From an optimization exercise on the open Yosys and OpenROAD flow, aimed at small area, a short achievable clock period and few clock cycles per item; shortcuts taken in it are not production practice. Function was checked by simulation only, so behaviour that the tests miss may differ from the original. Power figures rest on the tool's default switching activity, not on a simulated workload.

==> inputs of run F <==
==> flow/design.v <==
module BCDConvert(
    input           clk,
    input           rst,
    input           en,
    input   [11:0]  bin_d_in,
    output  [15:0]  bcd_d_out,
    output          rdy
    );
    reg [11:0] bin_q;
    reg        rdy_q;
    always @(posedge clk) begin
        bin_q <= bin_d_in;
        if (rst) rdy_q <= 1'b0;
        else     rdy_q <= en;
    end
    reg [27:0] s;
    integer i;
    always @(*) begin
        s = {16'b0, bin_q};
        for (i = 0; i < 12; i = i + 1) begin
            if (s[15:12] > 4) s[15:12] = s[15:12] + 3;
            if (s[19:16] > 4) s[19:16] = s[19:16] + 3;
            if (s[23:20] > 4) s[23:20] = s[23:20] + 3;
            if (s[27:24] > 4) s[27:24] = s[27:24] + 3;
            s = s << 1;
        end
    end
    assign bcd_d_out = s[27:12];
    assign rdy       = rdy_q;
endmodule
==> flow/run.sh <==
#!/bin/bash
# synth_recipe.tcl (not shown) runs the flow's synth.tcl, then flattens the netlist and writes it again
# the make line also repeats each setting of config.mk as NAME=value (left out here)
make -C /OpenROAD-flow-scripts/flow DESIGN_CONFIG=/design/flow/config.mk WORK_HOME=/design/flow/orfs CLKGATE_MAP_FILE= SYNTH_SCRIPT=/design/flow/synth_recipe.tcl finish
==> flow/config.mk <==
export PLATFORM = sky130hd
export DESIGN_NAME = BCDConvert
export DESIGN_NICKNAME = BCDConvert
export VERILOG_FILES = /design/flow/design.v
export SDC_FILE = /design/flow/constraint.sdc
export NUM_CORES = 4
export LEC_CHECK = 0
export CAP_MARGIN = 20
export CORE_MARGIN = 2
export CORE_UTILIZATION = 40
export SLEW_MARGIN = 20
==> flow/constraint.sdc <==
create_clock -name core_clock -period 5.0 [get_ports {clk}]
set_input_delay 1.0000 -clock core_clock [delete_from_list [all_inputs] [get_ports {clk}]]
set_output_delay 1.0000 -clock core_clock [all_outputs]
set_load 0.01 [all_outputs]
==> run G (differences from run F) <==
==> flow/design.v, changed modules only <==
module BCDConvert(
    input           clk,
    input           rst,
    input           en,
    input   [11:0]  bin_d_in,
    output  [15:0]  bcd_d_out,
    output          rdy
    );
    wire [11:0] b = bin_d_in;
    reg         rdy_q;
    reg  [13:0] q;
    wire w1 = ((~b[11] & b[9]) | (b[11] & b[10] & ~b[9]));
    wire w2 = ((b[10] & (~b[11] | b[9])));
    wire w3 = ((b[11] & ~b[10] & ~b[9]));
    wire w4 = ((b[11] & (b[10] | b[9])));
    wire w5 = ((~w3 & ~w2 & b[8]) | (w2 & w1 & ~b[8]) | (w3 & ~b[8]));
    wire w6 = ((w1 & (~w2 | b[8])) | (w3 & ~b[8]));
    wire w7 = ((w2 & ~w1 & ~b[8]) | (w3 & b[8]));
    wire w8 = (w3 | (w2 & (w1 | b[8])));
    wire w9 = ((~w7 & ~w6 & b[7]) | (w6 & w5 & ~b[7]) | (w7 & ~b[7]));
    wire w10 = ((w5 & (~w6 | b[7])) | (w7 & ~b[7]));
    wire w11 = ((w6 & ~w5 & ~b[7]) | (w7 & b[7]));
    wire w12 = (w7 | (w6 & (w5 | b[7])));
    wire w13 = ((~w11 & ~w10 & b[6]) | (w10 & w9 & ~b[6]) | (w11 & ~b[6]));
    wire w14 = ((w9 & (~w10 | b[6])) | (w11 & ~b[6]));
    wire w15 = ((w10 & ~w9 & ~b[6]) | (w11 & b[6]));
    wire w16 = (w11 | (w10 & (w9 | b[6])));
    wire w17 = ((~w4 & w12) | (w4 & w8 & ~w12));
    wire w18 = ((w8 & (~w4 | w12)));
    wire w19 = ((w4 & ~w8 & ~w12));
    wire w20 = ((w4 & (w8 | w12)));
    wire w21 = ((~w15 & ~w14 & b[5]) | (w14 & w13 & ~b[5]) | (w15 & ~b[5]));
    wire w22 = ((w13 & (~w14 | b[5])) | (w15 & ~b[5]));
    wire w23 = ((w14 & ~w13 & ~b[5]) | (w15 & b[5]));
    wire w24 = (w15 | (w14 & (w13 | b[5])));
    wire w25 = ((~w19 & ~w18 & w16) | (w18 & w17 & ~w16) | (w19 & ~w16));
    wire w26 = ((w17 & (~w18 | w16)) | (w19 & ~w16));
    wire w27 = ((w18 & ~w17 & ~w16) | (w19 & w16));
    wire w28 = (w19 | (w18 & (w17 | w16)));
    wire w29 = ((~q[3] & ~q[2] & q[0]) | (q[2] & q[1] & ~q[0]) | (q[3] & ~q[0]));
    wire w30 = ((q[1] & (~q[2] | q[0])) | (q[3] & ~q[0]));
    wire w31 = ((q[2] & ~q[1] & ~q[0]) | (q[3] & q[0]));
    wire w32 = (q[3] | (q[2] & (q[1] | q[0])));
    wire w33 = ((~q[7] & ~q[6] & q[4]) | (q[6] & q[5] & ~q[4]) | (q[7] & ~q[4]));
    wire w34 = ((q[5] & (~q[6] | q[4])) | (q[7] & ~q[4]));
    wire w35 = ((q[6] & ~q[5] & ~q[4]) | (q[7] & q[4]));
    wire w36 = (q[7] | (q[6] & (q[5] | q[4])));
    wire w37 = ((~w31 & ~w30 & q[13]) | (w30 & w29 & ~q[13]) | (w31 & ~q[13]));
    wire w38 = ((w29 & (~w30 | q[13])) | (w31 & ~q[13]));
    wire w39 = ((w30 & ~w29 & ~q[13]) | (w31 & q[13]));
    wire w40 = (w31 | (w30 & (w29 | q[13])));
    wire w41 = ((~w35 & ~w34 & w32) | (w34 & w33 & ~w32) | (w35 & ~w32));
    wire w42 = ((w33 & (~w34 | w32)) | (w35 & ~w32));
    wire w43 = ((w34 & ~w33 & ~w32) | (w35 & w32));
    wire w44 = (w35 | (w34 & (w33 | w32)));
    wire w45 = ((~q[9] & w36) | (q[9] & q[8] & ~w36));
    wire w46 = ((q[8] & (~q[9] | w36)));
    wire w47 = ((q[9] & ~q[8] & ~w36));
    wire w48 = ((q[9] & (q[8] | w36)));
    wire w49 = ((~w39 & ~w38 & q[12]) | (w38 & w37 & ~q[12]) | (w39 & ~q[12]));
    wire w50 = ((w37 & (~w38 | q[12])) | (w39 & ~q[12]));
    wire w51 = ((w38 & ~w37 & ~q[12]) | (w39 & q[12]));
    wire w52 = (w39 | (w38 & (w37 | q[12])));
    wire w53 = ((~w43 & ~w42 & w40) | (w42 & w41 & ~w40) | (w43 & ~w40));
    wire w54 = ((w41 & (~w42 | w40)) | (w43 & ~w40));
    wire w55 = ((w42 & ~w41 & ~w40) | (w43 & w40));
    wire w56 = (w43 | (w42 & (w41 | w40)));
    wire w57 = ((~w47 & ~w46 & w44) | (w46 & w45 & ~w44) | (w47 & ~w44));
    wire w58 = ((w45 & (~w46 | w44)) | (w47 & ~w44));
    wire w59 = ((w46 & ~w45 & ~w44) | (w47 & w44));
    wire w60 = (w47 | (w46 & (w45 | w44)));
    wire w61 = ((~w51 & ~w50 & q[11]) | (w50 & w49 & ~q[11]) | (w51 & ~q[11]));
    wire w62 = ((w49 & (~w50 | q[11])) | (w51 & ~q[11]));
    wire w63 = ((w50 & ~w49 & ~q[11]) | (w51 & q[11]));
    wire w64 = (w51 | (w50 & (w49 | q[11])));
    wire w65 = ((~w55 & ~w54 & w52) | (w54 & w53 & ~w52) | (w55 & ~w52));
    wire w66 = ((w53 & (~w54 | w52)) | (w55 & ~w52));
    wire w67 = ((w54 & ~w53 & ~w52) | (w55 & w52));
    wire w68 = (w55 | (w54 & (w53 | w52)));
    wire w69 = ((~w59 & ~w58 & w56) | (w58 & w57 & ~w56) | (w59 & ~w56));
    wire w70 = ((w57 & (~w58 | w56)) | (w59 & ~w56));
    wire w71 = ((w58 & ~w57 & ~w56) | (w59 & w56));
    wire w72 = (w59 | (w58 & (w57 | w56)));
    always @(posedge clk) begin
        q[0] <= b[4];
        q[1] <= w21;
        q[2] <= w22;
        q[3] <= w23;
        q[4] <= w24;
        q[5] <= w25;
        q[6] <= w26;
        q[7] <= w27;
        q[8] <= w28;
        q[9] <= w20;
        q[10] <= b[0];
        q[11] <= b[1];
        q[12] <= b[2];
        q[13] <= b[3];
        rdy_q <= en & ~rst;
    end
    assign bcd_d_out = {1'b0, w48, w60, w72, w71, w70, w69, w68, w67, w66, w65, w64, w63, w62, w61, q[10]};
    assign rdy = rdy_q;
endmodule
ABC_AREA = 1   (was default)
==> qor summary <==
metric	run G	run F
Worst Setup Slack, final	1.73 ns	-2.08 ns
Power dissipated in combinational cells	0.441 mW	3.01 mW
Portion of total power attributed to sequential cells	21.6%	3.6%
Sum Neg Setup Slack	0 ns	-23.66 ns
Number of gates on the worst path with buffers counted	11	29
Share of the synthesized area in compound gates (AO/OA/AOI/OAI)	12.9%	38.8%
Cell total after placement	353	570
Standard cell area after detailed placement	1810 µm²	4240 µm²
Flip-flop and latch power	0.147 mW	0.115 mW
Cells resized by post-CTS repair	0	105
Num Clock Sinks	15	13
Psw	0.290 mW	1.42 mW
Leading cell type in the layout, fill and taps excluded	sky130_fd_sc_hd__nand2_1	sky130_fd_sc_hd__buf_4
Horizontal die dimension	66.7 µm	85.3 µm
FILL cells	395	446
Maximum number of pins on one net before global-route repair	9	13
Final-report setup violation count	0	13
Met1 track demand over resource	17.8%	33.9%
Multi-input combinational cell count	212	304
Outcome	no timing/DRC/antenna violations	complete, but fails checks
Layout check failures	-	setup timing
Most used standard cell by instance count after synthesis	sky130_fd_sc_hd__nand2_1	sky130_fd_sc_hd__nor2_1
Synthesized-area fraction occupied by xor and xnor cells	0%	8.94%
Power per standard cell area	366 nW/µm²	644 nW/µm²
Worst hold margin	1.20 ns	1.18 ns
# Taps	48	77
Initial Util	42.3%	41.4%
Testbench counts of run F, summed over its fixed seeds: cycles 3,200, items 1,600.
Testbench counts of run G, summed over its fixed seeds: cycles 3,200, items 1,600.

-- port drivers added, routing unchanged --
Ports are ideal in the flow. The routed layouts listed here were re-timed in OpenROAD. Step 1 assumes that a clkbuf_16 drives the clock port and a buf_2 every other input. Step 2 moves the port delays by t, midway between the first and last clock arrival at a register: inputs arrive t later, outputs are due t later. That takes back most of the time a late clock gives input paths. a / b / c = ideal / step 1 / step 2; a / b = the first two.
run	t (ns)	setup slack, ns	latest minus earliest clock arrival (ns)	slew at the worst register clock pin (ns)
run F	0.278	-2.085 / -2.115 / -1.837	0.003 / 0.003	0.06 / 0.06
run G	0.256	1.728 / 1.710 / 1.965	0.004 / 0.005	0.06 / 0.06
